Source: an optimization exercise on an open RTL-to-GDS flow (aim: small area and a short achievable clock period). Production flows keep margins and buffers that such runs may drop.
RTL that was checked went through simulation tests only; none was proved equivalent to the original.
Power and IR drop assume default switching activity.

==> inputs of 06-26 <==
==> flow/design.v (excerpt) <==
module float_ops(
	input         clk,
	input         rst_n,
	input  [31:0] add_a,
	input  [31:0] add_b,
	output [31:0] add_out,
	input  [31:0] mul_a,
	input  [31:0] mul_b,
	output [31:0] mul_out,
	input  [31:0] cmp_a,
	input  [31:0] cmp_b,
	output        cmp_gt,
	output        cmp_eq,
	output        cmp_lt,
	input  [31:0] f2i_in,
	output [31:0] f2i_out,
	input  [31:0] i2f_in,
	output [31:0] i2f_out
);
==> module float_adder, before the edit <==
module float_adder(clk,rst_n,add_a,add_b,adder_out);
input wire [31:0] add_a,add_b;
output wire [31:0] adder_out;
input rst_n,clk;
wire [7:0] ea = add_a[30:23];
wire [7:0] eb = add_b[30:23];
wire [8:0] dab = {1'b0, ea} - {1'b0, eb};
wire [8:0] dba = {1'b0, eb} - {1'b0, ea};
wire e_lt  = dab[8];                       
wire a_lt_b = add_a[30:0] < add_b[30:0];
wire [7:0] d    = e_lt ? dba[7:0] : dab[7:0];
wire       sat  = e_lt ? (dba[7:0] > 8'd27) : (dab[7:0] > 8'd27);
wire       near = e_lt ? (dba[7:0] <= 8'd46) : (dab[7:0] <= 8'd46);
wire [22:0] fam = add_a[22:0] & {23{near}};
wire [22:0] fbm = add_b[22:0] & {23{near}};
reg        s0, sub0, bz0, hb0;
reg [7:0]  e0;
reg [4:0]  d0;
reg [22:0] fa0, fb0;
always @(posedge clk) begin
	s0   <= a_lt_b ? add_b[31] : add_a[31];
	sub0 <= add_a[31] ^ add_b[31];
	bz0  <= ~|{add_a, add_b};
	e0   <= e_lt ? eb : ea;
	d0   <= sat ? 5'd31 : d[4:0];
	fa0  <= a_lt_b ? add_b[22:0] : add_a[22:0];
	hb0  <= near;
	fb0  <= a_lt_b ? fam : fbm;
end
wire [23:0] bm = {hb0, fb0};
wire [26:0] ar = {2'b01, fa0, 2'b00};
wire [26:0] br = {1'b0, bm, 2'b00} >> d0;
reg st;
integer k;
always @(*) begin
	st = 1'b0;
	for (k = 0; k < 24; k = k + 1)
		if ((k + 3 <= d0) && (k + 23 >= d0)) st = st | bm[k];
end
wire [26:0] r = ar + (br ^ {27{sub0}}) + {26'd0, sub0 & ~st};
reg [26:0] r1;
reg        s1, bz1, nan1;
reg [7:0]  e1;
always @(posedge clk) begin
	r1   <= r;
	s1   <= s0;
	bz1  <= bz0;
	nan1 <= &e0;
	e1   <= e0;
end
reg [4:0] ss;
integer i;
always @(*) begin
	ss = 5'd24;
	for (i = 3; i <= 26; i = i + 1)
		if (r1[i]) ss = 26 - i;
end
wire [23:0] q    = r1[26] ? r1[25:2] : (r1[25] ? r1[24:1] : r1[23:0]);
wire [22:0] fr   = q[23:1] + {22'd0, q[0]};
wire [26:0] n    = r1 << ss;
wire [22:0] frac = (r1[26] | r1[25] | r1[24]) ? fr : n[25:3];
wire        zero = bz1 | ~|r1;
reg        s2;
reg [7:0]  e2;
reg [22:0] f2;
always @(posedge clk) begin
	if (nan1) begin
		s2 <= s1;
		e2 <= 8'hff;
		f2 <= 23'd1;
	end else if (zero) begin
		s2 <= 1'b0;
		e2 <= 8'd0;
		f2 <= 23'd0;
	end else begin
		s2 <= s1;
		e2 <= e1 + 8'd1 - {3'd0, ss};
		f2 <= frac;
	end
end
assign adder_out = {s2, e2, f2};
endmodule
==> module int2float, before the edit <==
module int2float(clk,rst_n,int_in,float_out);
input wire clk,rst_n;
input wire [31:0] int_in;
output wire [31:0] float_out;
wire        s   = int_in[31];
wire [31:0] y   = int_in ^ {32{s}};
wire [31:0] mag = s ? (~int_in + 32'd1) : int_in;
reg  [5:0]  c;
integer i;
always @(*) begin
	c = 6'd32;
	for (i = 0; i < 32; i = i + 1)
		if (y[i]) c = 31 - i;
end
wire [31:0] m8 = mag << {c[5:3], 3'b000};
reg        s_r;
reg [5:0]  c_r;
reg [31:0] m_r;
always @(posedge clk) begin
	s_r <= s;
	c_r <= c;
	m_r <= m8;
end
wire [31:0] n = m_r << c_r[2:0];
assign float_out = {s_r, n[31] ? (8'd158 - {2'd0, c_r}) : (8'd159 - {2'd0, c_r}), n[30:8]};
endmodule
clock: 10.0 ns
lec_check: 0
cap_margin: 20
core_margin: 2
core_utilization: 40
cts_buf_list: sky130_fd_sc_hd__clkbuf_4 sky130_fd_sc_hd__clkbuf_8
cts_cluster_size: 20
setup_slack_margin: 5
slew_margin: 20
synth_hierarchical: 1
synth_minimum_keep_size: 0
standard.sh (not shown) runs the stock make flow with config.mk's settings and CLKGATE_MAP_FILE= SYNTH_SCRIPT=/design/flow/synth_recipe.tcl, a recipe that flattens the netlist after the stock synthesis.
==> flow/flow/run.sh <==
#!/bin/bash
# Own layout flow: the standard flow (standard synthesis unchanged), with
# the ports buffered by the smallest plain buffer instead of the default
# delay-cell buffer; timing repair upsizes it where a path needs it.
set -euo pipefail
export BUFFER_PORTS_ARGS="-buffer_cell sky130_fd_sc_hd__buf_1"
bash standard.sh finish > standard_flow.log 2>&1
==> 10-09: changes against 06-26 <==
--- a/flow/design.v
+++ b/flow/design.v
@@ -57,6 +57,4 @@
 end
-wire [23:0] q    = r1[26] ? r1[25:2] : (r1[25] ? r1[24:1] : r1[23:0]);
-wire [22:0] fr   = q[23:1] + {22'd0, q[0]};
 wire [26:0] n    = r1 << ss;
-wire [22:0] frac = (r1[26] | r1[25] | r1[24]) ? fr : n[25:3];
+wire [22:0] frac = n[25:3] + {22'd0, n[2]};
 wire        zero = bz1 | ~|r1;
@@ -689,3 +687,3 @@
 end
-wire [31:0] m8 = mag << {c[5:3], 3'b000};
+wire [31:0] m8 = mag << {c[5:2], 2'b00};
 reg        s_r;
@@ -698,3 +696,3 @@
 end
-wire [31:0] n = m_r << c_r[2:0];
+wire [31:0] n = m_r << c_r[1:0];
 assign float_out = {s_r, n[31] ? (8'd158 - {2'd0, c_r}) : (8'd159 - {2'd0, c_r}), n[30:8]};
==> flow/flow/run.sh (replaced) <==
#!/bin/bash
set -euo pipefail
export BUFFER_PORTS_ARGS="-buffer_cell sky130_fd_sc_hd__buf_1"
export SETUP_SLACK_MARGIN=5.5
bash standard.sh finish > standard_flow.log 2>&1
--- a/flow/config.mk
+++ b/flow/config.mk
@@ -10,5 +10,4 @@
 export CORE_UTILIZATION = 40
-export CTS_BUF_LIST = sky130_fd_sc_hd__clkbuf_4 sky130_fd_sc_hd__clkbuf_8
-export CTS_CLUSTER_SIZE = 20
-export SETUP_SLACK_MARGIN = 5
+export CTS_CLUSTER_DIAMETER = 150
+export CTS_CLUSTER_SIZE = 24
 export SLEW_MARGIN = 20
==> 07-10: changes against 06-26 <==
--- a/flow/design.v
+++ b/flow/design.v
@@ -57,6 +57,4 @@
 end
-wire [23:0] q    = r1[26] ? r1[25:2] : (r1[25] ? r1[24:1] : r1[23:0]);
-wire [22:0] fr   = q[23:1] + {22'd0, q[0]};
 wire [26:0] n    = r1 << ss;
-wire [22:0] frac = (r1[26] | r1[25] | r1[24]) ? fr : n[25:3];
+wire [22:0] frac = n[25:3] + {22'd0, n[2]};
 wire        zero = bz1 | ~|r1;
@@ -689,3 +687,3 @@
 end
-wire [31:0] m8 = mag << {c[5:3], 3'b000};
+wire [31:0] m8 = mag << {c[5:2], 2'b00};
 reg        s_r;
@@ -698,3 +696,3 @@
 end
-wire [31:0] n = m_r << c_r[2:0];
+wire [31:0] n = m_r << c_r[1:0];
 assign float_out = {s_r, n[31] ? (8'd158 - {2'd0, c_r}) : (8'd159 - {2'd0, c_r}), n[30:8]};
==> flow/flow/run.sh (replaced) <==
#!/bin/bash
set -euo pipefail
export BUFFER_PORTS_ARGS="-buffer_cell sky130_fd_sc_hd__buf_1"
export SETUP_SLACK_MARGIN=5.5
bash standard.sh finish > standard_flow.log 2>&1
--- a/flow/config.mk
+++ b/flow/config.mk
@@ -10,5 +10,2 @@
 export CORE_UTILIZATION = 40
-export CTS_BUF_LIST = sky130_fd_sc_hd__clkbuf_4 sky130_fd_sc_hd__clkbuf_8
-export CTS_CLUSTER_SIZE = 20
-export SETUP_SLACK_MARGIN = 5
 export SLEW_MARGIN = 20
==> 09-04: changes against 06-26 <==
--- a/flow/design.v
+++ b/flow/design.v
@@ -8,9 +8,6 @@
 wire [8:0] dba = {1'b0, eb} - {1'b0, ea};
-wire e_lt  = dab[8];                       
 wire a_lt_b = add_a[30:0] < add_b[30:0];
-wire [7:0] d    = e_lt ? dba[7:0] : dab[7:0];
-wire       sat  = e_lt ? (dba[7:0] > 8'd27) : (dab[7:0] > 8'd27);
-wire       near = e_lt ? (dba[7:0] <= 8'd46) : (dab[7:0] <= 8'd46);
-wire [22:0] fam = add_a[22:0] & {23{near}};
-wire [22:0] fbm = add_b[22:0] & {23{near}};
+wire [7:0] d   = a_lt_b ? dba[7:0] : dab[7:0];
+wire [31:0] bg  = a_lt_b ? add_b : add_a;
+wire [22:0] sf  = a_lt_b ? add_a[22:0] : add_b[22:0];
 reg        s0, sub0, bz0, hb0;
@@ -20,10 +17,10 @@
 always @(posedge clk) begin
-	s0   <= a_lt_b ? add_b[31] : add_a[31];
+	s0   <= bg[31];
 	sub0 <= add_a[31] ^ add_b[31];
 	bz0  <= ~|{add_a, add_b};
-	e0   <= e_lt ? eb : ea;
-	d0   <= sat ? 5'd31 : d[4:0];
-	fa0  <= a_lt_b ? add_b[22:0] : add_a[22:0];
-	hb0  <= near;
-	fb0  <= a_lt_b ? fam : fbm;
+	e0   <= bg[30:23];
+	d0   <= (d > 8'd27) ? 5'd31 : d[4:0];
+	fa0  <= bg[22:0];
+	hb0  <= (d <= 8'd46);
+	fb0  <= (d <= 8'd46) ? sf : 23'd0;
 end
--- a/flow/config.mk
+++ b/flow/config.mk
@@ -10,4 +10,2 @@
 export CORE_UTILIZATION = 40
-export CTS_BUF_LIST = sky130_fd_sc_hd__clkbuf_4 sky130_fd_sc_hd__clkbuf_8
-export CTS_CLUSTER_SIZE = 20
 export SETUP_SLACK_MARGIN = 5
==> notes <==
Worst setup slack: 07-10 > 10-09 > 09-04 > 06-26. Clock skew is about the same in 06-26 and 07-10. In 09-04 the core utilization is lower than in 07-10, by 2.5 points. Synthesized area: 09-04 is lower than 07-10 (about 0.45%). The lowest non-clock buffer count belongs to 06-26, the highest to 10-09. Combinational power is about the same in 07-10 and 10-09. Between 10-09 and 09-04, the lower maximum frequency is in 09-04 (gap 7.6%, measured against 09-04).
Only the layout flow was run in 06-26; the RTL was not checked for function there.

[port drivers added, routing unchanged]
The results above use ideal ports. As a check the final layouts listed here were re-extracted and re-timed, cells and wires unchanged. Step 1 (the two cells are an assumption about what drives the block):
set clk [get_ports {clk}]
set_driving_cell -lib_cell sky130_fd_sc_hd__clkbuf_16 $clk
set_driving_cell -lib_cell sky130_fd_sc_hd__buf_2 [delete_from_list [all_inputs] $clk]
Step 2 moves the port delays by t, midway between the first and last clock arrival at a register: inputs arrive t later, outputs are due t later. That takes back most of the time a late clock gives input paths. Slacks: ideal ports / drivers / drivers and shift; pairs: ideal ports / drivers.
run	t, ns	slack for setup (ns)	worst setup path at the end
06-26	0.748	5.180 / 5.180 / 4.692	input to register
10-09	0.627	5.539 / 5.539 / 5.030	input to register
07-10	0.669	5.558 / 5.545 / 4.954	input to register
09-04	0.652	5.198 / 5.198 / 4.630	input to register
After both steps setup and hold are still met in every run listed. For 07-10, which loses most, drivers alone change the setup slack by -0.013 ns; drivers and shift together by -0.604 ns.
